Context: an optimization exercise on an open-source flow, tuned for small area and a short achievable clock period. The choices shown serve that exercise and are no tape-out recipe. No functional check of the RTL was part of any run shown here. No activity file was given, so power comes from the tool's default toggle rates.

==> flow/design.v (outline; a module is shown in full before it is edited, if it fits) <==
// module and64: 7 lines
// module or64: 7 lines
// module xnor64: 7 lines
// module xor64_by_1: 7 lines
// module comp_sign_extend: 7 lines
// module set_lsb: 6 lines
// module vadder64: 15 lines
// module shift64: 528 lines
// module lt65: 7 lines
// module gt65: 7 lines
// module mux8_to_1_x64: 38 lines
// module alu64: 541 lines
// module alu64_sync: 56 lines
module alu64_sync(
    input clk,
    input en,
    input MD,
    input [2:0] OP,
    input [63:0] R1,
    input [63:0] R2,
    output reg EQ,
    output reg GT,
    output reg LT,
    output reg OVR,
    output [63:0] Q
    );
  // ...
==> flow/flow/run.sh <==
#!/bin/bash
# Standard ORFS layout (the standard.sh), with the port buffers made from the
# smallest buffer cell instead of the one buffer_ports picks by default.
set -euo pipefail
bash standard.sh BUFFER_PORTS_ARGS="-buffer_cell sky130_fd_sc_hd__buf_1" finish > standard.log 2>&1
==> flow/standard.sh <==
#!/bin/bash
# synth_recipe.tcl (not shown) runs the flow's synth.tcl, then flattens the netlist and writes it again
# the make line also repeats each setting of config.mk as NAME=value (left out here)
make -C /OpenROAD-flow-scripts/flow DESIGN_CONFIG=/design/flow/config.mk WORK_HOME=/design/flow/orfs CLKGATE_MAP_FILE= SYNTH_SCRIPT=/design/flow/synth_recipe.tcl "${@:-finish}"
==> flow/config.mk <==
export PLATFORM = sky130hd
export DESIGN_NAME = alu64_sync
export DESIGN_NICKNAME = alu64_sync
export VERILOG_FILES = /design/flow/design.v
export SDC_FILE = /design/flow/constraint.sdc
export NUM_CORES = 4
export LEC_CHECK = 0
export ABC_AREA = 1
export CAP_MARGIN = 20
export CORE_MARGIN = 2
export CORE_UTILIZATION = 40
export SETUP_SLACK_MARGIN = 1.5
export SLEW_MARGIN = 20
==> flow/constraint.sdc <==
create_clock -name core_clock -period 4.0 [get_ports {clk}]
set_input_delay 0.8000 -clock core_clock [delete_from_list [all_inputs] [get_ports {clk}]]
set_output_delay 0.8000 -clock core_clock [all_outputs]
set_load 0.01 [all_outputs]
==> summary.txt, run 1 <==
Logic synthesis
  • Xor/xnor cell area share of the yosys netlist: 2.34%
  • Top cell type's share of synthesized area: 24.3%
  • Cell with the most instances after synthesis: nand2_1
  • Area leader, netlist: nand2_1
  • Cells after synthesis: 2972
  • Synthesized area: 16300 µm²
  • Post-synth top cells: nand2_1 (1056), inv_1 (310), o21ai_0 (281)

STA
  • Worst Clk Skew: 0.0141 ns
  • F_max: 0.411 GHz
  • Final Max Tran Viols: 0
  • Final setup violation count: 0

Critical path
  • R2r endpoint: Q2[9]
  • FF-to-FF path depth: 9

Global routing
  • Initial antenna violation count: 2
  • First-pass GRT wire length: 102000 µm
  • Largest net degree at the start of global routing: 129

Drt
  • Vias per cell: 5.67

Run
  • Max Cap Viol: 0

Pwr
  • Sw Ratio: 42.6%
  • Sequential power: 1.89 mW

Run status
  • Outcome: no timing/DRC/antenna violations

Clock tree
  • Post-CTS Hold Buffers: 0
  • Clock latency (worst-skew pair): 0.45 ns
  • CTS Buf Count: 17

Final layout
  • #MultiIn Comb: 2344
==> module alu64_sync, before the edit <==
module alu64_sync(
    input clk,
    input en,
    input MD,
    input [2:0] OP,
    input [63:0] R1,
    input [63:0] R2,
    output reg EQ,
    output reg GT,
    output reg LT,
    output reg OVR,
    output [63:0] Q
    );
	reg [63:0] D_r;
	reg [5:0] V_r;
	reg FILL_r, REV_r, ADD_r, SLT_r, SGT_r, LT_r, EQ_r, OVR_r;
	reg [7:1] BC_r;
	reg [63:0] Q2;
	reg REV2;
	wire [63:0] D_w, S_w;
	wire [5:0] V_w;
	wire FILL_w, REV_w, ADD_w, SLT_w, SGT_w, LT_w, EQ_w, OVR_w;
	wire [7:1] BC_w;
	wire GT_1 = ~(LT_r | EQ_r);
	always @(posedge clk)
	begin
		D_r <= D_w;
		V_r <= V_w[5:0];
		FILL_r <= FILL_w;
		REV_r <= REV_w;
		ADD_r <= ADD_w;
		BC_r <= BC_w;
		SLT_r <= SLT_w;
		SGT_r <= SGT_w;
		LT_r <= LT_w;
		EQ_r <= EQ_w;
		OVR_r <= OVR_w;
		EQ <= EQ_r;
		GT <= GT_1;
		LT <= LT_r;
		OVR <= OVR_r;
		Q2 <= {S_w[63:1], S_w[0] | (SLT_r & LT_r) | (SGT_r & GT_1)};
		REV2 <= REV_r;
	end
	genvar i;
	generate for (i = 0; i < 64; i = i + 1) begin : g_q
		assign Q[i] = REV2 ? Q2[63 - i] : Q2[i];
	end endgenerate
	alu64 u_front (
		.en(en), .MD(MD), .OP(OP), .R1(R1), .R2(R2),
		.D(D_w), .V(V_w), .FILL(FILL_w), .REV(REV_w), .ADD(ADD_w), .BC(BC_w),
		.SLT(SLT_w), .SGT(SGT_w), .LT(LT_w), .EQ(EQ_w), .OVR(OVR_w));
	shift64 u_back (
		.D(D_r), .V(V_r), .FILL(FILL_r), .REV(REV_r), .ADD(ADD_r), .BC(BC_r),
		.S(S_w));
endmodule
==> inputs of run 2 (changes only) <==
--- a/flow/design.v
+++ b/flow/design.v
@@ -130,146 +130,81 @@
     assign fl[56] = BC[7];
     assign fl[57] = BC[7] & (&D[56:56]);
     assign fl[58] = BC[7] & (&D[57:56]);
     assign fl[59] = BC[7] & (&D[58:56]);
     assign fl[60] = BC[7] & (&D[59:56]);
     assign fl[61] = BC[7] & (&D[60:56]);
     assign fl[62] = BC[7] & (&D[61:56]);
     assign fl[63] = BC[7] & (&D[62:56]);
-    wire [63:0] sr0;
-    assign sr0[0] = V[0] ? D[1] : D[0];
-    assign sr0[1] = V[0] ? D[2] : D[1];
-    assign sr0[2] = V[0] ? D[3] : D[2];
-    assign sr0[3] = V[0] ? D[4] : D[3];
-    assign sr0[4] = V[0] ? D[5] : D[4];
-    assign sr0[5] = V[0] ? D[6] : D[5];
-    assign sr0[6] = V[0] ? D[7] : D[6];
-    assign sr0[7] = V[0] ? D[8] : D[7];
-    assign sr0[8] = V[0] ? D[9] : D[8];
-    assign sr0[9] = V[0] ? D[10] : D[9];
-    assign sr0[10] = V[0] ? D[11] : D[10];
-    assign sr0[11] = V[0] ? D[12] : D[11];
-    assign sr0[12] = V[0] ? D[13] : D[12];
-    assign sr0[13] = V[0] ? D[14] : D[13];
-    assign sr0[14] = V[0] ? D[15] : D[14];
-    assign sr0[15] = V[0] ? D[16] : D[15];
-    assign sr0[16] = V[0] ? D[17] : D[16];
-    assign sr0[17] = V[0] ? D[18] : D[17];
-    assign sr0[18] = V[0] ? D[19] : D[18];
-    assign sr0[19] = V[0] ? D[20] : D[19];
-    assign sr0[20] = V[0] ? D[21] : D[20];
-    assign sr0[21] = V[0] ? D[22] : D[21];
-    assign sr0[22] = V[0] ? D[23] : D[22];
-    assign sr0[23] = V[0] ? D[24] : D[23];
-    assign sr0[24] = V[0] ? D[25] : D[24];
-    assign sr0[25] = V[0] ? D[26] : D[25];
-    assign sr0[26] = V[0] ? D[27] : D[26];
-    assign sr0[27] = V[0] ? D[28] : D[27];
-    assign sr0[28] = V[0] ? D[29] : D[28];
-    assign sr0[29] = V[0] ? D[30] : D[29];
-    assign sr0[30] = V[0] ? D[31] : D[30];
-    assign sr0[31] = V[0] ? D[32] : D[31];
-    assign sr0[32] = V[0] ? D[33] : D[32];
-    assign sr0[33] = V[0] ? D[34] : D[33];
-    assign sr0[34] = V[0] ? D[35] : D[34];
-    assign sr0[35] = V[0] ? D[36] : D[35];
-    assign sr0[36] = V[0] ? D[37] : D[36];
-    assign sr0[37] = V[0] ? D[38] : D[37];
-    assign sr0[38] = V[0] ? D[39] : D[38];
-    assign sr0[39] = V[0] ? D[40] : D[39];
-    assign sr0[40] = V[0] ? D[41] : D[40];
-    assign sr0[41] = V[0] ? D[42] : D[41];
-    assign sr0[42] = V[0] ? D[43] : D[42];
-    assign sr0[43] = V[0] ? D[44] : D[43];
-    assign sr0[44] = V[0] ? D[45] : D[44];
-    assign sr0[45] = V[0] ? D[46] : D[45];
-    assign sr0[46] = V[0] ? D[47] : D[46];
-    assign sr0[47] = V[0] ? D[48] : D[47];
-    assign sr0[48] = V[0] ? D[49] : D[48];
-    assign sr0[49] = V[0] ? D[50] : D[49];
-    assign sr0[50] = V[0] ? D[51] : D[50];
-    assign sr0[51] = V[0] ? D[52] : D[51];
-    assign sr0[52] = V[0] ? D[53] : D[52];
-    assign sr0[53] = V[0] ? D[54] : D[53];
-    assign sr0[54] = V[0] ? D[55] : D[54];
-    assign sr0[55] = V[0] ? D[56] : D[55];
-    assign sr0[56] = V[0] ? D[57] : D[56];
-    assign sr0[57] = V[0] ? D[58] : D[57];
-    assign sr0[58] = V[0] ? D[59] : D[58];
-    assign sr0[59] = V[0] ? D[60] : D[59];
-    assign sr0[60] = V[0] ? D[61] : D[60];
-    assign sr0[61] = V[0] ? D[62] : D[61];
-    assign sr0[62] = V[0] ? D[63] : D[62];
-    assign sr0[63] = V[0] ? FILL : D[63];
     wire [63:0] sr1;
-    assign sr1[0] = V[1] ? sr0[2] : sr0[0];
-    assign sr1[1] = V[1] ? sr0[3] : sr0[1];
-    assign sr1[2] = V[1] ? sr0[4] : sr0[2];
-    assign sr1[3] = V[1] ? sr0[5] : sr0[3];
-    assign sr1[4] = V[1] ? sr0[6] : sr0[4];
-    assign sr1[5] = V[1] ? sr0[7] : sr0[5];
-    assign sr1[6] = V[1] ? sr0[8] : sr0[6];
-    assign sr1[7] = V[1] ? sr0[9] : sr0[7];
-    assign sr1[8] = V[1] ? sr0[10] : sr0[8];
-    assign sr1[9] = V[1] ? sr0[11] : sr0[9];
-    assign sr1[10] = V[1] ? sr0[12] : sr0[10];
-    assign sr1[11] = V[1] ? sr0[13] : sr0[11];
-    assign sr1[12] = V[1] ? sr0[14] : sr0[12];
-    assign sr1[13] = V[1] ? sr0[15] : sr0[13];
-    assign sr1[14] = V[1] ? sr0[16] : sr0[14];
-    assign sr1[15] = V[1] ? sr0[17] : sr0[15];
-    assign sr1[16] = V[1] ? sr0[18] : sr0[16];
-    assign sr1[17] = V[1] ? sr0[19] : sr0[17];
-    assign sr1[18] = V[1] ? sr0[20] : sr0[18];
-    assign sr1[19] = V[1] ? sr0[21] : sr0[19];
-    assign sr1[20] = V[1] ? sr0[22] : sr0[20];
-    assign sr1[21] = V[1] ? sr0[23] : sr0[21];
-    assign sr1[22] = V[1] ? sr0[24] : sr0[22];
-    assign sr1[23] = V[1] ? sr0[25] : sr0[23];
-    assign sr1[24] = V[1] ? sr0[26] : sr0[24];
-    assign sr1[25] = V[1] ? sr0[27] : sr0[25];
-    assign sr1[26] = V[1] ? sr0[28] : sr0[26];
-    assign sr1[27] = V[1] ? sr0[29] : sr0[27];
-    assign sr1[28] = V[1] ? sr0[30] : sr0[28];
-    assign sr1[29] = V[1] ? sr0[31] : sr0[29];
-    assign sr1[30] = V[1] ? sr0[32] : sr0[30];
-    assign sr1[31] = V[1] ? sr0[33] : sr0[31];
-    assign sr1[32] = V[1] ? sr0[34] : sr0[32];
-    assign sr1[33] = V[1] ? sr0[35] : sr0[33];
-    assign sr1[34] = V[1] ? sr0[36] : sr0[34];
-    assign sr1[35] = V[1] ? sr0[37] : sr0[35];
-    assign sr1[36] = V[1] ? sr0[38] : sr0[36];
-    assign sr1[37] = V[1] ? sr0[39] : sr0[37];
-    assign sr1[38] = V[1] ? sr0[40] : sr0[38];
-    assign sr1[39] = V[1] ? sr0[41] : sr0[39];
-    assign sr1[40] = V[1] ? sr0[42] : sr0[40];
-    assign sr1[41] = V[1] ? sr0[43] : sr0[41];
-    assign sr1[42] = V[1] ? sr0[44] : sr0[42];
-    assign sr1[43] = V[1] ? sr0[45] : sr0[43];
-    assign sr1[44] = V[1] ? sr0[46] : sr0[44];
-    assign sr1[45] = V[1] ? sr0[47] : sr0[45];
-    assign sr1[46] = V[1] ? sr0[48] : sr0[46];
-    assign sr1[47] = V[1] ? sr0[49] : sr0[47];
-    assign sr1[48] = V[1] ? sr0[50] : sr0[48];
-    assign sr1[49] = V[1] ? sr0[51] : sr0[49];
-    assign sr1[50] = V[1] ? sr0[52] : sr0[50];
-    assign sr1[51] = V[1] ? sr0[53] : sr0[51];
-    assign sr1[52] = V[1] ? sr0[54] : sr0[52];
-    assign sr1[53] = V[1] ? sr0[55] : sr0[53];
-    assign sr1[54] = V[1] ? sr0[56] : sr0[54];
-    assign sr1[55] = V[1] ? sr0[57] : sr0[55];
-    assign sr1[56] = V[1] ? sr0[58] : sr0[56];
-    assign sr1[57] = V[1] ? sr0[59] : sr0[57];
-    assign sr1[58] = V[1] ? sr0[60] : sr0[58];
-    assign sr1[59] = V[1] ? sr0[61] : sr0[59];
-    assign sr1[60] = V[1] ? sr0[62] : sr0[60];
-    assign sr1[61] = V[1] ? sr0[63] : sr0[61];
-    assign sr1[62] = V[1] ? FILL : sr0[62];
-    assign sr1[63] = V[1] ? FILL : sr0[63];
+    assign sr1[0] = V[1] ? D[2] : D[0];
+    assign sr1[1] = V[1] ? D[3] : D[1];
+    assign sr1[2] = V[1] ? D[4] : D[2];
+    assign sr1[3] = V[1] ? D[5] : D[3];
+    assign sr1[4] = V[1] ? D[6] : D[4];
+    assign sr1[5] = V[1] ? D[7] : D[5];
+    assign sr1[6] = V[1] ? D[8] : D[6];
+    assign sr1[7] = V[1] ? D[9] : D[7];
+    assign sr1[8] = V[1] ? D[10] : D[8];
+    assign sr1[9] = V[1] ? D[11] : D[9];
+    assign sr1[10] = V[1] ? D[12] : D[10];
+    assign sr1[11] = V[1] ? D[13] : D[11];
+    assign sr1[12] = V[1] ? D[14] : D[12];
+    assign sr1[13] = V[1] ? D[15] : D[13];
+    assign sr1[14] = V[1] ? D[16] : D[14];
+    assign sr1[15] = V[1] ? D[17] : D[15];
+    assign sr1[16] = V[1] ? D[18] : D[16];
+    assign sr1[17] = V[1] ? D[19] : D[17];
+    assign sr1[18] = V[1] ? D[20] : D[18];
+    assign sr1[19] = V[1] ? D[21] : D[19];
+    assign sr1[20] = V[1] ? D[22] : D[20];
+    assign sr1[21] = V[1] ? D[23] : D[21];
+    assign sr1[22] = V[1] ? D[24] : D[22];
+    assign sr1[23] = V[1] ? D[25] : D[23];
+    assign sr1[24] = V[1] ? D[26] : D[24];
+    assign sr1[25] = V[1] ? D[27] : D[25];
+    assign sr1[26] = V[1] ? D[28] : D[26];
+    assign sr1[27] = V[1] ? D[29] : D[27];
+    assign sr1[28] = V[1] ? D[30] : D[28];
+    assign sr1[29] = V[1] ? D[31] : D[29];
+    assign sr1[30] = V[1] ? D[32] : D[30];
+    assign sr1[31] = V[1] ? D[33] : D[31];
+    assign sr1[32] = V[1] ? D[34] : D[32];
+    assign sr1[33] = V[1] ? D[35] : D[33];
+    assign sr1[34] = V[1] ? D[36] : D[34];
+    assign sr1[35] = V[1] ? D[37] : D[35];
+    assign sr1[36] = V[1] ? D[38] : D[36];
+    assign sr1[37] = V[1] ? D[39] : D[37];
+    assign sr1[38] = V[1] ? D[40] : D[38];
+    assign sr1[39] = V[1] ? D[41] : D[39];
+    assign sr1[40] = V[1] ? D[42] : D[40];
+    assign sr1[41] = V[1] ? D[43] : D[41];
+    assign sr1[42] = V[1] ? D[44] : D[42];
+    assign sr1[43] = V[1] ? D[45] : D[43];
+    assign sr1[44] = V[1] ? D[46] : D[44];
+    assign sr1[45] = V[1] ? D[47] : D[45];
+    assign sr1[46] = V[1] ? D[48] : D[46];
+    assign sr1[47] = V[1] ? D[49] : D[47];
+    assign sr1[48] = V[1] ? D[50] : D[48];
+    assign sr1[49] = V[1] ? D[51] : D[49];
+    assign sr1[50] = V[1] ? D[52] : D[50];
+    assign sr1[51] = V[1] ? D[53] : D[51];
+    assign sr1[52] = V[1] ? D[54] : D[52];
+    assign sr1[53] = V[1] ? D[55] : D[53];
+    assign sr1[54] = V[1] ? D[56] : D[54];
+    assign sr1[55] = V[1] ? D[57] : D[55];
+    assign sr1[56] = V[1] ? D[58] : D[56];
+    assign sr1[57] = V[1] ? D[59] : D[57];
+    assign sr1[58] = V[1] ? D[60] : D[58];
+    assign sr1[59] = V[1] ? D[61] : D[59];
+    assign sr1[60] = V[1] ? D[62] : D[60];
+    assign sr1[61] = V[1] ? D[63] : D[61];
+    assign sr1[62] = V[1] ? FILL : D[62];
+    assign sr1[63] = V[1] ? FILL : D[63];
     wire [63:0] sr2;
     assign sr2[0] = V[2] ? sr1[4] : sr1[0];
     assign sr2[1] = V[2] ? sr1[5] : sr1[1];
     assign sr2[2] = V[2] ? sr1[6] : sr1[2];
     assign sr2[3] = V[2] ? sr1[7] : sr1[3];
     assign sr2[4] = V[2] ? sr1[8] : sr1[4];
     assign sr2[5] = V[2] ? sr1[9] : sr1[5];
     assign sr2[6] = V[2] ? sr1[10] : sr1[6];
@@ -1099,128 +1034,131 @@
     assign EQ = MD ? eq1 : eq0;
     wire s_add = en & (OP == 3'b000);
     wire s_shl = en & (OP == 3'b001);
     wire s_shr = en & (OP == 3'b101);
     wire op_x = en & (OP == 3'b100);
     wire op_o = en & (OP == 3'b110);
     wire op_a = en & (OP == 3'b111);
     wire pas = ~en;
-    wire shr_a = s_shr;
-    wire shl_a = s_shl;
+    wire sh0 = b[0];
+    wire shr_a = s_shr & ~sh0;    
+    wire shr_b = s_shr & sh0;     
+    wire shl_a = s_shl & ~sh0;    
+    wire shl_b = s_shl & sh0;     
     wire t01 = op_x | op_o;
     wire t10 = op_x | op_o | pas | shr_a;
     wire t11 = op_o | op_a | pas | shr_a;
     assign SLT = en & (OP == 3'b010);
     assign SGT = en & (OP == 3'b011);
     assign ADD = s_add;
     assign REV = s_shl;
     assign FILL = s_shr & MD & a[63];
-    assign V = (s_shl | s_shr) ? b[5:0] : 6'd0;
+    assign V = {(s_shl | s_shr) ? b[5:1] : 5'd0, 1'b0};
     assign BC[1] = s_add & bc[1];
     assign BC[2] = s_add & bc[2];
     assign BC[3] = s_add & bc[3];
     assign BC[4] = s_add & bc[4];
     assign BC[5] = s_add & bc[5];
     assign BC[6] = s_add & bc[6];
     assign BC[7] = s_add & bc[7];
-    assign D[0] = (s_add & s0[0]) | (b[0] ? (a[0] ? t11 : t01) : (a[0] & t10)) | (shl_a & a[63]);
-    assign D[1] = (s_add & s0[1]) | (b[1] ? (a[1] ? t11 : t01) : (a[1] & t10)) | (shl_a & a[62]);
-    assign D[2] = (s_add & s0[2]) | (b[2] ? (a[2] ? t11 : t01) : (a[2] & t10)) | (shl_a & a[61]);
-    assign D[3] = (s_add & s0[3]) | (b[3] ? (a[3] ? t11 : t01) : (a[3] & t10)) | (shl_a & a[60]);
-    assign D[4] = (s_add & s0[4]) | (b[4] ? (a[4] ? t11 : t01) : (a[4] & t10)) | (shl_a & a[59]);
-    assign D[5] = (s_add & s0[5]) | (b[5] ? (a[5] ? t11 : t01) : (a[5] & t10)) | (shl_a & a[58]);
-    assign D[6] = (s_add & s0[6]) | (b[6] ? (a[6] ? t11 : t01) : (a[6] & t10)) | (shl_a & a[57]);
-    assign D[7] = (s_add & s0[7]) | (b[7] ? (a[7] ? t11 : t01) : (a[7] & t10)) | (shl_a & a[56]);
-    assign D[8] = (s_add & s0[8]) | (b[8] ? (a[8] ? t11 : t01) : (a[8] & t10)) | (shl_a & a[55]);
-    assign D[9] = (s_add & s0[9]) | (b[9] ? (a[9] ? t11 : t01) : (a[9] & t10)) | (shl_a & a[54]);
-    assign D[10] = (s_add & s0[10]) | (b[10] ? (a[10] ? t11 : t01) : (a[10] & t10)) | (shl_a & a[53]);
-    assign D[11] = (s_add & s0[11]) | (b[11] ? (a[11] ? t11 : t01) : (a[11] & t10)) | (shl_a & a[52]);
-    assign D[12] = (s_add & s0[12]) | (b[12] ? (a[12] ? t11 : t01) : (a[12] & t10)) | (shl_a & a[51]);
-    assign D[13] = (s_add & s0[13]) | (b[13] ? (a[13] ? t11 : t01) : (a[13] & t10)) | (shl_a & a[50]);
-    assign D[14] = (s_add & s0[14]) | (b[14] ? (a[14] ? t11 : t01) : (a[14] & t10)) | (shl_a & a[49]);
-    assign D[15] = (s_add & s0[15]) | (b[15] ? (a[15] ? t11 : t01) : (a[15] & t10)) | (shl_a & a[48]);
-    assign D[16] = (s_add & s0[16]) | (b[16] ? (a[16] ? t11 : t01) : (a[16] & t10)) | (shl_a & a[47]);
-    assign D[17] = (s_add & s0[17]) | (b[17] ? (a[17] ? t11 : t01) : (a[17] & t10)) | (shl_a & a[46]);
-    assign D[18] = (s_add & s0[18]) | (b[18] ? (a[18] ? t11 : t01) : (a[18] & t10)) | (shl_a & a[45]);
-    assign D[19] = (s_add & s0[19]) | (b[19] ? (a[19] ? t11 : t01) : (a[19] & t10)) | (shl_a & a[44]);
-    assign D[20] = (s_add & s0[20]) | (b[20] ? (a[20] ? t11 : t01) : (a[20] & t10)) | (shl_a & a[43]);
-    assign D[21] = (s_add & s0[21]) | (b[21] ? (a[21] ? t11 : t01) : (a[21] & t10)) | (shl_a & a[42]);
-    assign D[22] = (s_add & s0[22]) | (b[22] ? (a[22] ? t11 : t01) : (a[22] & t10)) | (shl_a & a[41]);
-    assign D[23] = (s_add & s0[23]) | (b[23] ? (a[23] ? t11 : t01) : (a[23] & t10)) | (shl_a & a[40]);
-    assign D[24] = (s_add & s0[24]) | (b[24] ? (a[24] ? t11 : t01) : (a[24] & t10)) | (shl_a & a[39]);
-    assign D[25] = (s_add & s0[25]) | (b[25] ? (a[25] ? t11 : t01) : (a[25] & t10)) | (shl_a & a[38]);
-    assign D[26] = (s_add & s0[26]) | (b[26] ? (a[26] ? t11 : t01) : (a[26] & t10)) | (shl_a & a[37]);
-    assign D[27] = (s_add & s0[27]) | (b[27] ? (a[27] ? t11 : t01) : (a[27] & t10)) | (shl_a & a[36]);
-    assign D[28] = (s_add & s0[28]) | (b[28] ? (a[28] ? t11 : t01) : (a[28] & t10)) | (shl_a & a[35]);
-    assign D[29] = (s_add & s0[29]) | (b[29] ? (a[29] ? t11 : t01) : (a[29] & t10)) | (shl_a & a[34]);
-    assign D[30] = (s_add & s0[30]) | (b[30] ? (a[30] ? t11 : t01) : (a[30] & t10)) | (shl_a & a[33]);
-    assign D[31] = (s_add & s0[31]) | (b[31] ? (a[31] ? t11 : t01) : (a[31] & t10)) | (shl_a & a[32]);
-    assign D[32] = (s_add & s0[32]) | (b[32] ? (a[32] ? t11 : t01) : (a[32] & t10)) | (shl_a & a[31]);
-    assign D[33] = (s_add & s0[33]) | (b[33] ? (a[33] ? t11 : t01) : (a[33] & t10)) | (shl_a & a[30]);
-    assign D[34] = (s_add & s0[34]) | (b[34] ? (a[34] ? t11 : t01) : (a[34] & t10)) | (shl_a & a[29]);
-    assign D[35] = (s_add & s0[35]) | (b[35] ? (a[35] ? t11 : t01) : (a[35] & t10)) | (shl_a & a[28]);
-    assign D[36] = (s_add & s0[36]) | (b[36] ? (a[36] ? t11 : t01) : (a[36] & t10)) | (shl_a & a[27]);
-    assign D[37] = (s_add & s0[37]) | (b[37] ? (a[37] ? t11 : t01) : (a[37] & t10)) | (shl_a & a[26]);
-    assign D[38] = (s_add & s0[38]) | (b[38] ? (a[38] ? t11 : t01) : (a[38] & t10)) | (shl_a & a[25]);
-    assign D[39] = (s_add & s0[39]) | (b[39] ? (a[39] ? t11 : t01) : (a[39] & t10)) | (shl_a & a[24]);
-    assign D[40] = (s_add & s0[40]) | (b[40] ? (a[40] ? t11 : t01) : (a[40] & t10)) | (shl_a & a[23]);
-    assign D[41] = (s_add & s0[41]) | (b[41] ? (a[41] ? t11 : t01) : (a[41] & t10)) | (shl_a & a[22]);
-    assign D[42] = (s_add & s0[42]) | (b[42] ? (a[42] ? t11 : t01) : (a[42] & t10)) | (shl_a & a[21]);
-    assign D[43] = (s_add & s0[43]) | (b[43] ? (a[43] ? t11 : t01) : (a[43] & t10)) | (shl_a & a[20]);
-    assign D[44] = (s_add & s0[44]) | (b[44] ? (a[44] ? t11 : t01) : (a[44] & t10)) | (shl_a & a[19]);
-    assign D[45] = (s_add & s0[45]) | (b[45] ? (a[45] ? t11 : t01) : (a[45] & t10)) | (shl_a & a[18]);
-    assign D[46] = (s_add & s0[46]) | (b[46] ? (a[46] ? t11 : t01) : (a[46] & t10)) | (shl_a & a[17]);
-    assign D[47] = (s_add & s0[47]) | (b[47] ? (a[47] ? t11 : t01) : (a[47] & t10)) | (shl_a & a[16]);
-    assign D[48] = (s_add & s0[48]) | (b[48] ? (a[48] ? t11 : t01) : (a[48] & t10)) | (shl_a & a[15]);
-    assign D[49] = (s_add & s0[49]) | (b[49] ? (a[49] ? t11 : t01) : (a[49] & t10)) | (shl_a & a[14]);
-    assign D[50] = (s_add & s0[50]) | (b[50] ? (a[50] ? t11 : t01) : (a[50] & t10)) | (shl_a & a[13]);
-    assign D[51] = (s_add & s0[51]) | (b[51] ? (a[51] ? t11 : t01) : (a[51] & t10)) | (shl_a & a[12]);
-    assign D[52] = (s_add & s0[52]) | (b[52] ? (a[52] ? t11 : t01) : (a[52] & t10)) | (shl_a & a[11]);
-    assign D[53] = (s_add & s0[53]) | (b[53] ? (a[53] ? t11 : t01) : (a[53] & t10)) | (shl_a & a[10]);
-    assign D[54] = (s_add & s0[54]) | (b[54] ? (a[54] ? t11 : t01) : (a[54] & t10)) | (shl_a & a[9]);
-    assign D[55] = (s_add & s0[55]) | (b[55] ? (a[55] ? t11 : t01) : (a[55] & t10)) | (shl_a & a[8]);
-    assign D[56] = (s_add & s0[56]) | (b[56] ? (a[56] ? t11 : t01) : (a[56] & t10)) | (shl_a & a[7]);
-    assign D[57] = (s_add & s0[57]) | (b[57] ? (a[57] ? t11 : t01) : (a[57] & t10)) | (shl_a & a[6]);
-    assign D[58] = (s_add & s0[58]) | (b[58] ? (a[58] ? t11 : t01) : (a[58] & t10)) | (shl_a & a[5]);
-    assign D[59] = (s_add & s0[59]) | (b[59] ? (a[59] ? t11 : t01) : (a[59] & t10)) | (shl_a & a[4]);
-    assign D[60] = (s_add & s0[60]) | (b[60] ? (a[60] ? t11 : t01) : (a[60] & t10)) | (shl_a & a[3]);
-    assign D[61] = (s_add & s0[61]) | (b[61] ? (a[61] ? t11 : t01) : (a[61] & t10)) | (shl_a & a[2]);
-    assign D[62] = (s_add & s0[62]) | (b[62] ? (a[62] ? t11 : t01) : (a[62] & t10)) | (shl_a & a[1]);
-    assign D[63] = (s_add & s0[63]) | (b[63] ? (a[63] ? t11 : t01) : (a[63] & t10)) | (shl_a & a[0]);
+    assign D[0] = (s_add & s0[0]) | (b[0] ? (a[0] ? t11 : t01) : (a[0] & t10)) | (shl_a & a[63]) | (shr_b & a[1]) | (shl_b & a[62]);
+    assign D[1] = (s_add & s0[1]) | (b[1] ? (a[1] ? t11 : t01) : (a[1] & t10)) | (shl_a & a[62]) | (shr_b & a[2]) | (shl_b & a[61]);
+    assign D[2] = (s_add & s0[2]) | (b[2] ? (a[2] ? t11 : t01) : (a[2] & t10)) | (shl_a & a[61]) | (shr_b & a[3]) | (shl_b & a[60]);
+    assign D[3] = (s_add & s0[3]) | (b[3] ? (a[3] ? t11 : t01) : (a[3] & t10)) | (shl_a & a[60]) | (shr_b & a[4]) | (shl_b & a[59]);
+    assign D[4] = (s_add & s0[4]) | (b[4] ? (a[4] ? t11 : t01) : (a[4] & t10)) | (shl_a & a[59]) | (shr_b & a[5]) | (shl_b & a[58]);
+    assign D[5] = (s_add & s0[5]) | (b[5] ? (a[5] ? t11 : t01) : (a[5] & t10)) | (shl_a & a[58]) | (shr_b & a[6]) | (shl_b & a[57]);
+    assign D[6] = (s_add & s0[6]) | (b[6] ? (a[6] ? t11 : t01) : (a[6] & t10)) | (shl_a & a[57]) | (shr_b & a[7]) | (shl_b & a[56]);
+    assign D[7] = (s_add & s0[7]) | (b[7] ? (a[7] ? t11 : t01) : (a[7] & t10)) | (shl_a & a[56]) | (shr_b & a[8]) | (shl_b & a[55]);
+    assign D[8] = (s_add & s0[8]) | (b[8] ? (a[8] ? t11 : t01) : (a[8] & t10)) | (shl_a & a[55]) | (shr_b & a[9]) | (shl_b & a[54]);
+    assign D[9] = (s_add & s0[9]) | (b[9] ? (a[9] ? t11 : t01) : (a[9] & t10)) | (shl_a & a[54]) | (shr_b & a[10]) | (shl_b & a[53]);
+    assign D[10] = (s_add & s0[10]) | (b[10] ? (a[10] ? t11 : t01) : (a[10] & t10)) | (shl_a & a[53]) | (shr_b & a[11]) | (shl_b & a[52]);
+    assign D[11] = (s_add & s0[11]) | (b[11] ? (a[11] ? t11 : t01) : (a[11] & t10)) | (shl_a & a[52]) | (shr_b & a[12]) | (shl_b & a[51]);
+    assign D[12] = (s_add & s0[12]) | (b[12] ? (a[12] ? t11 : t01) : (a[12] & t10)) | (shl_a & a[51]) | (shr_b & a[13]) | (shl_b & a[50]);
+    assign D[13] = (s_add & s0[13]) | (b[13] ? (a[13] ? t11 : t01) : (a[13] & t10)) | (shl_a & a[50]) | (shr_b & a[14]) | (shl_b & a[49]);
+    assign D[14] = (s_add & s0[14]) | (b[14] ? (a[14] ? t11 : t01) : (a[14] & t10)) | (shl_a & a[49]) | (shr_b & a[15]) | (shl_b & a[48]);
+    assign D[15] = (s_add & s0[15]) | (b[15] ? (a[15] ? t11 : t01) : (a[15] & t10)) | (shl_a & a[48]) | (shr_b & a[16]) | (shl_b & a[47]);
+    assign D[16] = (s_add & s0[16]) | (b[16] ? (a[16] ? t11 : t01) : (a[16] & t10)) | (shl_a & a[47]) | (shr_b & a[17]) | (shl_b & a[46]);
+    assign D[17] = (s_add & s0[17]) | (b[17] ? (a[17] ? t11 : t01) : (a[17] & t10)) | (shl_a & a[46]) | (shr_b & a[18]) | (shl_b & a[45]);
+    assign D[18] = (s_add & s0[18]) | (b[18] ? (a[18] ? t11 : t01) : (a[18] & t10)) | (shl_a & a[45]) | (shr_b & a[19]) | (shl_b & a[44]);
+    assign D[19] = (s_add & s0[19]) | (b[19] ? (a[19] ? t11 : t01) : (a[19] & t10)) | (shl_a & a[44]) | (shr_b & a[20]) | (shl_b & a[43]);
+    assign D[20] = (s_add & s0[20]) | (b[20] ? (a[20] ? t11 : t01) : (a[20] & t10)) | (shl_a & a[43]) | (shr_b & a[21]) | (shl_b & a[42]);
+    assign D[21] = (s_add & s0[21]) | (b[21] ? (a[21] ? t11 : t01) : (a[21] & t10)) | (shl_a & a[42]) | (shr_b & a[22]) | (shl_b & a[41]);
+    assign D[22] = (s_add & s0[22]) | (b[22] ? (a[22] ? t11 : t01) : (a[22] & t10)) | (shl_a & a[41]) | (shr_b & a[23]) | (shl_b & a[40]);
+    assign D[23] = (s_add & s0[23]) | (b[23] ? (a[23] ? t11 : t01) : (a[23] & t10)) | (shl_a & a[40]) | (shr_b & a[24]) | (shl_b & a[39]);
+    assign D[24] = (s_add & s0[24]) | (b[24] ? (a[24] ? t11 : t01) : (a[24] & t10)) | (shl_a & a[39]) | (shr_b & a[25]) | (shl_b & a[38]);
+    assign D[25] = (s_add & s0[25]) | (b[25] ? (a[25] ? t11 : t01) : (a[25] & t10)) | (shl_a & a[38]) | (shr_b & a[26]) | (shl_b & a[37]);
+    assign D[26] = (s_add & s0[26]) | (b[26] ? (a[26] ? t11 : t01) : (a[26] & t10)) | (shl_a & a[37]) | (shr_b & a[27]) | (shl_b & a[36]);
+    assign D[27] = (s_add & s0[27]) | (b[27] ? (a[27] ? t11 : t01) : (a[27] & t10)) | (shl_a & a[36]) | (shr_b & a[28]) | (shl_b & a[35]);
+    assign D[28] = (s_add & s0[28]) | (b[28] ? (a[28] ? t11 : t01) : (a[28] & t10)) | (shl_a & a[35]) | (shr_b & a[29]) | (shl_b & a[34]);
+    assign D[29] = (s_add & s0[29]) | (b[29] ? (a[29] ? t11 : t01) : (a[29] & t10)) | (shl_a & a[34]) | (shr_b & a[30]) | (shl_b & a[33]);
+    assign D[30] = (s_add & s0[30]) | (b[30] ? (a[30] ? t11 : t01) : (a[30] & t10)) | (shl_a & a[33]) | (shr_b & a[31]) | (shl_b & a[32]);
+    assign D[31] = (s_add & s0[31]) | (b[31] ? (a[31] ? t11 : t01) : (a[31] & t10)) | (shl_a & a[32]) | (shr_b & a[32]) | (shl_b & a[31]);
+    assign D[32] = (s_add & s0[32]) | (b[32] ? (a[32] ? t11 : t01) : (a[32] & t10)) | (shl_a & a[31]) | (shr_b & a[33]) | (shl_b & a[30]);
+    assign D[33] = (s_add & s0[33]) | (b[33] ? (a[33] ? t11 : t01) : (a[33] & t10)) | (shl_a & a[30]) | (shr_b & a[34]) | (shl_b & a[29]);
+    assign D[34] = (s_add & s0[34]) | (b[34] ? (a[34] ? t11 : t01) : (a[34] & t10)) | (shl_a & a[29]) | (shr_b & a[35]) | (shl_b & a[28]);
+    assign D[35] = (s_add & s0[35]) | (b[35] ? (a[35] ? t11 : t01) : (a[35] & t10)) | (shl_a & a[28]) | (shr_b & a[36]) | (shl_b & a[27]);
+    assign D[36] = (s_add & s0[36]) | (b[36] ? (a[36] ? t11 : t01) : (a[36] & t10)) | (shl_a & a[27]) | (shr_b & a[37]) | (shl_b & a[26]);
+    assign D[37] = (s_add & s0[37]) | (b[37] ? (a[37] ? t11 : t01) : (a[37] & t10)) | (shl_a & a[26]) | (shr_b & a[38]) | (shl_b & a[25]);
+    assign D[38] = (s_add & s0[38]) | (b[38] ? (a[38] ? t11 : t01) : (a[38] & t10)) | (shl_a & a[25]) | (shr_b & a[39]) | (shl_b & a[24]);
+    assign D[39] = (s_add & s0[39]) | (b[39] ? (a[39] ? t11 : t01) : (a[39] & t10)) | (shl_a & a[24]) | (shr_b & a[40]) | (shl_b & a[23]);
+    assign D[40] = (s_add & s0[40]) | (b[40] ? (a[40] ? t11 : t01) : (a[40] & t10)) | (shl_a & a[23]) | (shr_b & a[41]) | (shl_b & a[22]);
+    assign D[41] = (s_add & s0[41]) | (b[41] ? (a[41] ? t11 : t01) : (a[41] & t10)) | (shl_a & a[22]) | (shr_b & a[42]) | (shl_b & a[21]);
+    assign D[42] = (s_add & s0[42]) | (b[42] ? (a[42] ? t11 : t01) : (a[42] & t10)) | (shl_a & a[21]) | (shr_b & a[43]) | (shl_b & a[20]);
+    assign D[43] = (s_add & s0[43]) | (b[43] ? (a[43] ? t11 : t01) : (a[43] & t10)) | (shl_a & a[20]) | (shr_b & a[44]) | (shl_b & a[19]);
+    assign D[44] = (s_add & s0[44]) | (b[44] ? (a[44] ? t11 : t01) : (a[44] & t10)) | (shl_a & a[19]) | (shr_b & a[45]) | (shl_b & a[18]);
+    assign D[45] = (s_add & s0[45]) | (b[45] ? (a[45] ? t11 : t01) : (a[45] & t10)) | (shl_a & a[18]) | (shr_b & a[46]) | (shl_b & a[17]);
+    assign D[46] = (s_add & s0[46]) | (b[46] ? (a[46] ? t11 : t01) : (a[46] & t10)) | (shl_a & a[17]) | (shr_b & a[47]) | (shl_b & a[16]);
+    assign D[47] = (s_add & s0[47]) | (b[47] ? (a[47] ? t11 : t01) : (a[47] & t10)) | (shl_a & a[16]) | (shr_b & a[48]) | (shl_b & a[15]);
+    assign D[48] = (s_add & s0[48]) | (b[48] ? (a[48] ? t11 : t01) : (a[48] & t10)) | (shl_a & a[15]) | (shr_b & a[49]) | (shl_b & a[14]);
+    assign D[49] = (s_add & s0[49]) | (b[49] ? (a[49] ? t11 : t01) : (a[49] & t10)) | (shl_a & a[14]) | (shr_b & a[50]) | (shl_b & a[13]);
+    assign D[50] = (s_add & s0[50]) | (b[50] ? (a[50] ? t11 : t01) : (a[50] & t10)) | (shl_a & a[13]) | (shr_b & a[51]) | (shl_b & a[12]);
+    assign D[51] = (s_add & s0[51]) | (b[51] ? (a[51] ? t11 : t01) : (a[51] & t10)) | (shl_a & a[12]) | (shr_b & a[52]) | (shl_b & a[11]);
+    assign D[52] = (s_add & s0[52]) | (b[52] ? (a[52] ? t11 : t01) : (a[52] & t10)) | (shl_a & a[11]) | (shr_b & a[53]) | (shl_b & a[10]);
+    assign D[53] = (s_add & s0[53]) | (b[53] ? (a[53] ? t11 : t01) : (a[53] & t10)) | (shl_a & a[10]) | (shr_b & a[54]) | (shl_b & a[9]);
+    assign D[54] = (s_add & s0[54]) | (b[54] ? (a[54] ? t11 : t01) : (a[54] & t10)) | (shl_a & a[9]) | (shr_b & a[55]) | (shl_b & a[8]);
+    assign D[55] = (s_add & s0[55]) | (b[55] ? (a[55] ? t11 : t01) : (a[55] & t10)) | (shl_a & a[8]) | (shr_b & a[56]) | (shl_b & a[7]);
+    assign D[56] = (s_add & s0[56]) | (b[56] ? (a[56] ? t11 : t01) : (a[56] & t10)) | (shl_a & a[7]) | (shr_b & a[57]) | (shl_b & a[6]);
+    assign D[57] = (s_add & s0[57]) | (b[57] ? (a[57] ? t11 : t01) : (a[57] & t10)) | (shl_a & a[6]) | (shr_b & a[58]) | (shl_b & a[5]);
+    assign D[58] = (s_add & s0[58]) | (b[58] ? (a[58] ? t11 : t01) : (a[58] & t10)) | (shl_a & a[5]) | (shr_b & a[59]) | (shl_b & a[4]);
+    assign D[59] = (s_add & s0[59]) | (b[59] ? (a[59] ? t11 : t01) : (a[59] & t10)) | (shl_a & a[4]) | (shr_b & a[60]) | (shl_b & a[3]);
+    assign D[60] = (s_add & s0[60]) | (b[60] ? (a[60] ? t11 : t01) : (a[60] & t10)) | (shl_a & a[3]) | (shr_b & a[61]) | (shl_b & a[2]);
+    assign D[61] = (s_add & s0[61]) | (b[61] ? (a[61] ? t11 : t01) : (a[61] & t10)) | (shl_a & a[2]) | (shr_b & a[62]) | (shl_b & a[1]);
+    assign D[62] = (s_add & s0[62]) | (b[62] ? (a[62] ? t11 : t01) : (a[62] & t10)) | (shl_a & a[1]) | (shr_b & a[63]) | (shl_b & a[0]);
+    assign D[63] = (s_add & s0[63]) | (b[63] ? (a[63] ? t11 : t01) : (a[63] & t10)) | (shl_a & a[0]) | (shr_b & MD & a[63]) | (shl_b & 1'b0);
 endmodule
 `timescale 1ns / 1ps
 module alu64_sync(
     input clk,
     input en,
     input MD,
     input [2:0] OP,
     input [63:0] R1,
     input [63:0] R2,
     output reg EQ,
     output reg GT,
     output reg LT,
     output reg OVR,
     output [63:0] Q
     );
 	reg [63:0] D_r;
-	reg [5:0] V_r;
+	reg [5:1] V_r;
 	reg FILL_r, REV_r, ADD_r, SLT_r, SGT_r, LT_r, EQ_r, OVR_r;
 	reg [7:1] BC_r;
 	reg [63:0] Q2;
 	reg REV2;
 	wire [63:0] D_w, S_w;
 	wire [5:0] V_w;
 	wire FILL_w, REV_w, ADD_w, SLT_w, SGT_w, LT_w, EQ_w, OVR_w;
 	wire [7:1] BC_w;
 	wire GT_1 = ~(LT_r | EQ_r);
 	always @(posedge clk)
 	begin
 		D_r <= D_w;
-		V_r <= V_w[5:0];
+		V_r <= V_w[5:1];
 		FILL_r <= FILL_w;
 		REV_r <= REV_w;
 		ADD_r <= ADD_w;
 		BC_r <= BC_w;
 		SLT_r <= SLT_w;
 		SGT_r <= SGT_w;
 		LT_r <= LT_w;
 		EQ_r <= EQ_w;
@@ -1236,11 +1174,11 @@
 	generate for (i = 0; i < 64; i = i + 1) begin : g_q
 		assign Q[i] = REV2 ? Q2[63 - i] : Q2[i];
 	end endgenerate
 	alu64 u_front (
 		.en(en), .MD(MD), .OP(OP), .R1(R1), .R2(R2),
 		.D(D_w), .V(V_w), .FILL(FILL_w), .REV(REV_w), .ADD(ADD_w), .BC(BC_w),
 		.SLT(SLT_w), .SGT(SGT_w), .LT(LT_w), .EQ(EQ_w), .OVR(OVR_w));
 	shift64 u_back (
-		.D(D_r), .V(V_r), .FILL(FILL_r), .REV(REV_r), .ADD(ADD_r), .BC(BC_r),
+		.D(D_r), .V({V_r, 1'b0}), .FILL(FILL_r), .REV(REV_r), .ADD(ADD_r), .BC(BC_r),
 		.S(S_w));
 endmodule
==> run 2 against run 1 <==
Compared with the run above: fmax shrank 4.5%; global-route usage increased by 1.5 points; combinational power down 5%; via count is 0.55% higher; sequential share of layout area up 0.18 points; non-clock buffer count down 1; worst setup slack got worse by 0.11 ns; power decreased by 3.4%; critical path depth is 1 lower; routed wire length up 0.65%.
==> summary.txt, run 2 <==
Run status
  • Outcome: no timing/DRC/antenna violations

Final layout
  • Layout cells sized above 1: 8.76%
  • Area Overhead vs Synth: 11.8%
  • Largest registers: D_r: 64 flops, Q2: 64 flops, BC_r: 7 flops
  • Post-Layout Cell Count: 3563
  • Fin nets: 3166
  • Fill cells: 4454
  • # diodes: 0
  • Most frequent cells in the layout: nand2_1 (941), inv_1 (274), o21ai_0 (271)
  • Commonest non-fill, non-tap cell in the layout: nand2_1

Floorplanning
  • Site row count: 73
  • Die Span Y: 204 µm
  • Core region area: 39600 µm²
  • Die Area: 41800 µm²
  • Initial Util: 40.5%
  • IO Count: 202
  • Die Wd: 204 µm

Logic synthesis
  • Largest cells by area after synthesis: nand2_1 (22%), dfxtp_1 (19%), o21ai_0 (8.7%)
  • Cell with the most instances after synthesis: nand2_1
  • Synth Flop Type: dfxtp_1
  • EDFF count, synth: 0
  • Sequential element share of the synthesized area: 19.1%
  • Cells after synthesis: 2907 (-2.2%)
  • Area leader, netlist: nand2_1
  • Count of cell types in the netlist: 53
  • Syn. warnings: 1
  • Synthesized area: 16100 µm² (-1.5%)
  • Top cell type's share of synthesized area: 22.0% (-2.3 points)
  • Mapped Nets: 3048
  • Avg Inst Size Synth: 5.52 µm²
  • Seq cells post-synth: 153
  • Ys async rst share: 0%
  • Post-synth top cells: nand2_1 (942), o21ai_0 (280), inv_1 (278)

Global routing
  • GRT overflow: 0
  • First-pass GRT wire length: 106000 µm (+4.6%)
  • Initial antenna violation count: 2 (unchanged)
  • Vias in the first global route: 18700
  • Largest net degree at the start of global routing: 105 (-19%)
  • Total GRT Usage: 32.9%

Drt
  • DRC: 0
  • Antenna-violating nets left: 0
  • Vias per cell: 5.81 (+2.4%)
  • Drt pass-1 iters: 6
  • Routed wire length: 70500 µm
  • Via count: 20700
  • Wirelength per Cell: 19.8 µm
  • DR iter-0 viols: 2281

STA
  • Tcrit/Tclk final: 63.6%
  • Setup TNS: 0 ns
  • Worst slew pin tran: 1.07 ns
  • Unrepaired setup endpoints after global routing: yes
  • Final Max Tran Viols: 0 (unchanged)
  • Max_slew headroom: 28.5%
  • Worst Clk Skew: 0.0162 ns (+0.00212 ns)
  • Tmin final: 2.55 ns
  • Final setup violation count: 0 (unchanged)
  • Hold Vio Cnt, Final: 0
  • F_max: 0.393 GHz (-4.5%)

Pwr
  • Peak VDD IR: 0.288 mV
  • P_leak: 8.40 nW
  • PwrDens: 322 nW/µm²

Critical path
  • CP Capture Type: flop
  • Crit Reg-Reg Startpoint: V_r[1]
  • Worst EP required: 4.29 ns
  • Critical path origin: V_r[1]
  • Critical-path maximum fanout: 52
  • WP data arrival: 2.83 ns
  • Critical Path Source Type: flop
  • Worst setup path class: flop to flop

Place
  • GP Congestion: 0.994
  • Placed Cells: 3523
  • Port Buffer Count: 201
  • Detailed Place HPWL: 53600 µm

Clock tree
  • Worst-path clk slew: 0.07 ns
  • CTS Buf Count: 17 (unchanged)
  • Clock tree buffer depth: 2
  • Clock latency (worst-skew pair): 0.46 ns (about the same)
  • CTS root buffer: clkbuf_16
  • Htree depth: 4
  • CTS tree: done
  • Post-CTS Hold Buffers: 0 (unchanged)
  • # clock sinks: 153

Min path
  • Hold Crit Class: flop to flop
  • HP Start: REV_r

Run
  • Max Cap Viol: 0 (unchanged)
run 2: cell count changes after synthesis, sizes merged, moves of 21 or more:
cell,before,now
nand2,1084,990
o22ai,8,71
a221oi,0,40
nor2,179,203
a21oi,194,171
nor3,11,33
o211ai,51,29
nand3,275,254
run 2: timing repair:
item	in CTS	in global routing
setup endpoints to repair	34	74
pin swaps	0	3
setup buffers	2	4
resized for setup	3	57
cloned	0	2
run 2: worst paths after layout:
kind	slack, ns	end	cells past startpoint
worst max-delay path	1.45	Q2[12]	8
worst min register to register	0.34	REV2	0
worst max register to register	1.45	Q2[12]	8
worst min-delay path	0.34	REV2	0
run 2: kinds of logic after synthesis:
logic type,synth area share [%]
fa+ha+maj,0.546
xor+xnor,1.36
mux,1.18
compound gates,25.8
buf+inv,12.6
flops,19.1
simple gates,39.4
run 2: layout make-up:
cell class	count	area (µm²)	area share [%]
Clock buffer	21	470	2.62
Clock inverter	11	113	0.627
Inverter	348	1330	7.40
Multi-Input combinational cell	2260	11000	61.4
Sequential cell	153	3070	17.1
Tap cell	525	657	3.66
Timing Repair Buffer	244	1280	7.12
Timing Repair inverter	1	8.76	0.0488
run 2: critical path, cell delays in order (launching register included):
cell and delay, ns:
dfxtp_4 0.39, buf_16 0.20, o21ai_0 0.47, mux2i_1 0.26, o21ai_1 0.30, o21ai_0 0.16, a21oi_1 0.23, o21ai_0 0.17
o31ai_1 0.18
run 2: per-layer routing:
layer  GRT usage [%]  vias up  wire, µm
li1                -     9946         -
met4            14.8        0      3480
met2            51.3     1142     30600
met5               0        -         0
met3            5.45      170      6880
met1            44.3     9444     29600
run 2: power breakdown:
part,internal [mW],switching (mW)
clock network,0.914,0.714
registers,1.74,0.153
logic,0.675,1.58
total,3.32,2.45
run 2: through the flow:
| step | utilization (%) | power (mW) | instance area, µm² | setup slack, ns | hold slack, ns |
|---|---|---|---|---|---|
| floorplan | - | 3.30 | 16100 | 1.77 | 0.310 |
| global placement | 43.2 | 4.07 | 17100 | 1.07 | 0.319 |
| detailed placement | 43.2 | 4.09 | 17100 | 1.07 | 0.323 |
| CTS | 44.8 | 5.71 | 17800 | 1.53 | 0.336 |
| global route | 45.3 | 6.11 | 18000 | 1.45 | 0.347 |
| finish | 45.3 | 5.77 | 18000 | 1.45 | 0.336 |

[port drivers added, routing unchanged]
The flow's constraints put no driver on any port. The routed layouts listed below were extracted and timed again, unchanged, in two steps. Step 1 sets driving cells, clkbuf_16 on the clock port and buf_2 on the other inputs (assumed; they add their load-dependent delay and slew). Step 2 times the ports against the registers' clock, not the clock port: input delays grow and output delays shrink by t, the midpoint of the rising clock arrivals with the driver on. Three values: ideal, step 1, step 2; two values: the first two.
run	t, ns	setup WS [ns]	worst hold slack (ns)	latest minus earliest clock arrival (ns)
run 1	0.501	1.568 / 1.568 / 1.166	0.326 / 0.326 / 0.326	0.018 / 0.018
run 2	0.506	1.454 / 1.454 / 1.069	0.336 / 0.336 / 0.336	0.016 / 0.017
After both steps every run listed still meets setup and hold. The setup slack of run 1, which loses most, moves by 0.000 ns with the drivers and by -0.402 ns with both steps.
